This is an optimization exercise on Yosys and OpenROAD, whose aim is small area, a short achievable clock period and few clock cycles per item, not a production implementation.
No run shown here included a check of the RTL's function; only the layout flow was run.

==> flow/design.v, too long to show whole: its modules and the start of the top module <==
// module filter: 1320 lines
// module filter_fa: 4 lines
// module filter_ha: 4 lines
module filter
	#(parameter DWIDTH = 16)
	(input clk,
		input rst,
		output req_in,
		input ack_in,
		input [0:DWIDTH-1] data_in,
		output req_out,
		input ack_out,
		output [0:DWIDTH-1] data_out);
  // ...
==> flow/flow/run.sh <==
#!/bin/bash
# The standard layout (standard.sh: the standard flow's synthesis and ORFS flow with the
# settings of config.mk), with repair_timing asked for more setup slack than
# config.mk's SETUP_SLACK_MARGIN may ask for. The make output goes to
# standard_flow.log; ORFS's own logs stay under orfs/logs.
set -euo pipefail
MARGIN=$(cat flow/margin)
bash standard.sh SETUP_SLACK_MARGIN=$MARGIN finish > standard_flow.log 2>&1
==> flow/flow/margin <==
7.5
==> flow/standard.sh <==
#!/bin/bash
# synth_recipe.tcl (not shown) runs the flow's synth.tcl, then flattens the netlist and writes it again
# the make line also repeats each setting of config.mk as NAME=value (left out here)
make -C /OpenROAD-flow-scripts/flow DESIGN_CONFIG=/design/flow/config.mk WORK_HOME=/design/flow/orfs CLKGATE_MAP_FILE= SYNTH_SCRIPT=/design/flow/synth_recipe.tcl "${@:-finish}"
==> flow/config.mk <==
export PLATFORM = sky130hd
export DESIGN_NAME = filter
export DESIGN_NICKNAME = filter
export VERILOG_FILES = /design/flow/design.v
export SDC_FILE = /design/flow/constraint.sdc
export NUM_CORES = 4
export LEC_CHECK = 0
export ABC_AREA = 1
export CAP_MARGIN = 20
export CORE_MARGIN = 2
export CORE_UTILIZATION = 40
export SLEW_MARGIN = 20
export SYNTH_HIERARCHICAL = 1
export SYNTH_MEMORY_MAX_BITS = 16384
export SYNTH_MINIMUM_KEEP_SIZE = 0
==> flow/constraint.sdc <==
create_clock -name core_clock -period 11.0 [get_ports {clk}]
set_input_delay 2.2000 -clock core_clock [delete_from_list [all_inputs] [get_ports {clk}]]
set_output_delay 2.2000 -clock core_clock [all_outputs]
set_load 0.01 [all_outputs]
==> run summary, run 1 <==
Layout area overhead 9.20%; Top FF cell, synth dfxtp_1; die width between 200 and 300 µm; Hold Crit Depth 1; clock skew between 0.03 and 0.04 ns; Reg-to-Reg Start e2[8]; Critical-path top delay cell dfxtp_1; most frequent cells in the layout nand2_1 (826), inv_1 (332), xor2_1 (244); critical path type reg -> out; commonest non-fill, non-tap cell in the layout nand2_1; Distinct cells, synth 57; final max-slew violation count 0; vias 25.2k; Worst EP arrival ~1.3 ns; Post-DP Area 28,700 µm²; Signal buf overhead 0.0265; Routed wire per std cell approximately 22 µm; CP max stage delay a little under 0.4 ns; WP depth 1; outcome timing/DRC/antenna clean; RePlAce Congestion ~1; clk_buf instances 48; cts bufs inserted 37; number of max-cap violations 0; met2 WL around 42,000 µm; Worst setup EP type output port; multi-input combinational area share 0.611; worst reg2reg path depth 5; Synth Area in Adders 0.220; vias in the first global route 24.4k; Final setup violation count 0; Fin Hold WS 0.443 ns; worst-margin pin slew 1.17 ns; ant diodes 1; r2r setup slk 7.60 ns; maximum root-to-sink buffer count 3; crit path time final 3.45 ns; port bufs 37; Seq Cell Count between 300 and 400; Detailed Route WL 97,100 µm; worst skew pair latency around 0.58 ns; Post-CTS Hold Buffers 0; TritonCTS clock tree built; row cnt 96
==> run 2, diff against run 1 <==
--- a/flow/design.v
+++ b/flow/design.v
@@ -355,17 +355,17 @@
 				booth[3*k+2] = b[2*k+2];
 			end
 		end
 	endfunction
 	reg ph;                  
 	reg vr, vt, vd;          
 	reg [7:0] l;             
 	reg pend;                
-	reg [7:0] a1_n, a2_x;    
+	reg [7:0] a_n;           
 	reg rst_r;               
 	reg [21-1:0] e1;
 	reg [24-1:0] e2;
 	reg [15:0] r0, r1, r2, r3;
 	reg [30:0] cs0;
 	reg [30:0] cs1;
 	reg [16:0] cs2;
 	reg [5:0] cs3;
@@ -382,19 +382,19 @@
 	assign data_out = q0;
 	wire take = ~rqi_n & ack_in;
 	wire go = ({1'b0, cnt} - popd + vd + vt <= 3'd2) & (~pend | dv | take);
 	wire shift = ~ph & vr & pend;
 	wire push = ph & vd;
 	wire pop = ~rqo_n & ack_out;
 	wire [7:0] l_next = (l < 8'd13) ? l + 8'd147 : l - 8'd13;
 	wire [7:0] a_next = ph ? l : 8'd160 - l;
-	wire [13:0] c1 = rom1(~a1_n);
+	wire [13:0] c1 = rom1(~a_n);
 	wire [23:0] e1n = booth({c1[13], c1[13], c1});
-	wire [23:0] e2n = booth(rom2(a2_x ^ 8'ha5));
+	wire [23:0] e2n = booth(rom2(~a_n));
 	wire [15:0] xa = r0;
 	wire [15:0] xb = r1;
 	wire [30:0] t0;
 	wire [30:0] t1;
 	wire [16:0] t2;
 	wire [5:0] t3;
 	wire [30:0] ag;
 	wire [30:0] bs, bc;
@@ -1226,18 +1226,17 @@
 		cs0 <= t0;
 		cs1 <= t1;
 		cs2 <= t2;
 		cs3 <= t3;
 		if (~ph)
 			acc <= sum;
 		if (~rqi_n)
 			din <= data_in;
-		a1_n <= ~a_next;
-		a2_x <= a_next ^ 8'ha5;
+		a_n <= ~a_next;
 		rst_r <= rst;
 		if (rst_r) begin
 			r0 <= 16'd0;
 			r1 <= 16'd0;
 			r2 <= 16'd0;
 			r3 <= 16'd0;
 		end else if (ph) begin
 			if (vt) begin
@@ -1279,18 +1278,17 @@
 		end
 		if (rst) begin
 			ph <= 1'b0;
 			vr <= 1'b1;
 			vt <= 1'b0;
 			vd <= 1'b0;
 			l <= 8'd0;
 			pend <= 1'b0;
-			a1_n <= 8'hff;
-			a2_x <= 8'ha5;
+			a_n <= 8'hff;
 			dv <= 1'b0;
 			rqi <= 1'b0;
 			rqi_n <= 1'b1;
 			rqo <= 1'b0;
 			rqo_n <= 1'b1;
 			q0 <= 16'd0;
 			cnt <= 2'd1;
 			popd <= 1'b0;
==> run summary, run 2 <==
Reg-to-Reg Start e1[17]; crit start category flop; initial antenna violation count 0; DR pass1 iterations 6; Max H-tree Level 2; max_slew headroom 0.207; CP delay by family, top flip-flops; final max-slew violation count 0 (unchanged); largest registers acc (31), cs0 (31), cs1 (31); Post-DP Area 27,800 µm² (-3.1%); r2r setup slk 7.57 ns (-0.03 ns); 1st-iter DRT viols 2,792; worst-margin pin slew 1.18 ns (+0.0198 ns); fillers 6,884; number of max-cap violations 0 (unchanged); die footprint around 70,000 µm²; DP HPWL around 74,000 µm; largest area contributor in the netlist fa_1; row cnt 95 (-1.0%); Cell Area, Synth 27,000 µm²; drt via density between 5 and 6; Hold Path Origin rqo_n; vias in the first global route 24.0k (-1.9%); Worst setup EP type output port; RSZ-0062 raised after global routing true; main area contributors after synthesis fa_1 (18%), dfxtp_1 (18%), nand2_1 (10%); CP required around 9 ns; CP max stage delay 0.36 ns (-0.03 ns); layout cell share with drive strength beyond 1 0.0715; cts bufs inserted 35 (-5.4%); CP Cell Sequence clkdlybuf4s15_1; area occupied by registers 7160 µm²; Post-synth top cells nand2_1 (752), inv_1 (327), xor2_1 (242); Top FF cell, synth dfxtp_1; Critical-path top delay cell dfxtp_1; RePlAce Congestion 1.07 (+8.8%); root buffer cell clkbuf_16; # DRC 0; final instance area 29,300 µm²; top sig layer met4; ys async rst share 0; ant diodes 0 (-1); most frequent cells in the layout nand2_1 (743), inv_1 (325), xor2_1 (241); Hold Crit Depth 1 (unchanged); r2r endpoint cs2[9]; Post-synth EDFFs 79; most common cell in the synthesized netlist nand2_1; Worst Hold Class reg -> reg; post-synth top area share 0.178; Detailed Route WL 101,000 µm (+4.1%); clock skew 0.0252 ns (-0.0124 ns); Core ar. 67,000 µm²; setup TNS 0 ns; critical path type reg -> out; post-synthesis register bit count around 320; outcome timing/DRC/antenna clean; Yosys warnings 7; fin crit share 0.314; Avg Inst Size Synth roughly 8 µm²; Die Height 264 µm; net count after synthesis roughly 3.7k; CP Buf/Inv Count 1; vias 24.7k (-2.0%); Final setup violation count 0 (unchanged); Synth Instances ~3.4k; worst skew pair latency 0.56 ns (-0.02 ns); number of clock sinks approximately 320; total global-route track usage 0.288; first-pass GRT wire length between 150,000 and 200,000 µm; area occupied by multi-input gates 17,700 µm²; Post-CTS Hold Buffers 0 (unchanged); crit path time final 3.46 ns (+0.00797 ns); met2 WL 45,600 µm (+9.2%); Achievable Freq 289 MHz; met1 WL between 30,000 and 40,000 µm; commonest non-fill, non-tap cell in the layout nand2_1; Worst EP arrival 1.26 ns (about the same); Final Hold Fails 0; hold path endpoint popd; largest net degree at the start of global routing 63; GRT overflow 0; Initial Util 0.403; Ports 38; port bufs 37 (unchanged); nets 3,665; post-route ant nets 0; Distinct cells, synth 55 (-3.5%); Routed wire per std cell 24.0 µm (+9.2%); WL met3 8000 µm; worst reg2reg path depth 5 (unchanged); sequential area share after synthesis 0.264; Clk pin slew, worst setup/hold paths approximately 0.060 ns; die width 264 µm (-1.6%); Layout area overhead 8.41%; maximum root-to-sink buffer count 3 (unchanged); CP max FO 2; TritonCTS clock tree built
run 2: changes by cell type after synthesis, sizes merged, moves of 10 or more:
cell,before,now
a21oi,172,182
buf,131,118
ha,106,88
nand2,850,772
nand3,200,172
run 2: stage by stage:
step | cells | util | hold slack (ns) | setup WS, ns
2_1_floorplan | 3396 | - | 0.396 | 7.53
3_3_place_gp | 4136 | 0.415 | 0.423 | 7.10
3_5_place_dp | 4136 | 0.415 | 0.426 | 7.07
4_1_cts | 4204 | 0.432 | 0.434 | 7.50
5_1_grt | 4216 | 0.436 | 0.454 | 7.45
6_report | 4216 | 0.436 | 0.435 | 7.54
run 2: modules after synthesis (local to each module, per instance):
module     flops+latches  cells  copies in the design
filter               317   3126                     1
filter_fa              0      1                   237
filter_ha              0      1                    33
run 2: kinds of logic (layout without fill, tap and decap cells):
logic type,Yosys count,in the layout,synth area share
compound gates,744,744,0.166
buf+inv,563,510,0.0845
xor+xnor,263,263,0.0854
mux,1,1,0.000417
fa+ha+maj,328,328,0.219
simple gates,1179,1179,0.180
other cells,1,1,0.000139
flops,317,317,0.264
run 2: layout make-up:
type                       count  share of cell area
multi-input combinational   2516               0.606
sequential                   317               0.245
inverter                     360              0.0479
tap                          873              0.0373
clock buffer                  46              0.0339
timing repair buffer          87              0.0260
clock inverter                17             0.00436
run 2: repair_timing:
item | in CTS | in global routing
endpoints found under the hold margin | 0 | 0
endpoints found under the setup margin | 120 | 113
resized for setup | 31 | 50
pin swaps | 0 | 1
buffers inserted | 5 | 12
run 2: worst max-delay path by stage:
stage / from / endpoint / depth (start not counted)
CTS: cs0[14] / q1[1] / 12
global route: cs0[16] / q0[11] / 14
detailed placement: ph / q1[13] / 13
finish: q0[15] / data_out[0] / 1
floorplan: ph / q1[1] / 16
global placement: ph / q1[13] / 13
run 2: per-layer routing:
layer | global-route usage | up-vias
met1 | 0.368 | 11776
li1 | - | 11143
met2 | 0.460 | 1394
met4 | 0.181 | 0
met3 | 0.0430 | 360
met5 | 0 | -

==> static timing again, ports no longer ideal <==
No port has a modelled driver above. Below, the same layouts with a new extraction and two added sets of constraints.
Step 1 (the two cells are an assumption about what drives the block):
set clk [get_ports {clk}]
set_driving_cell -lib_cell sky130_fd_sc_hd__clkbuf_16 $clk
set_driving_cell -lib_cell sky130_fd_sc_hd__buf_2 [delete_from_list [all_inputs] $clk]
Step 2 also shifts input and output timing later by t, the mid clock arrival at the registers, as if the neighbouring blocks saw the same clock.
a / b / c = no drivers / after step 1 / after step 2; a / b = the first two.
run	t (ns)	setup slack, ns	worst register clock-pin slew, ns	worst slew at a driven data input, ns
run 1	0.630	7.549 / 7.482 / 7.030	0.07 / 0.07	0.05
run 2	0.605	7.541 / 7.482 / 7.159	0.07 / 0.07	0.05
After both steps setup and hold are still met in every run listed. For run 1, which loses most, drivers alone change the setup slack by -0.067 ns; drivers and shift together by -0.519 ns.
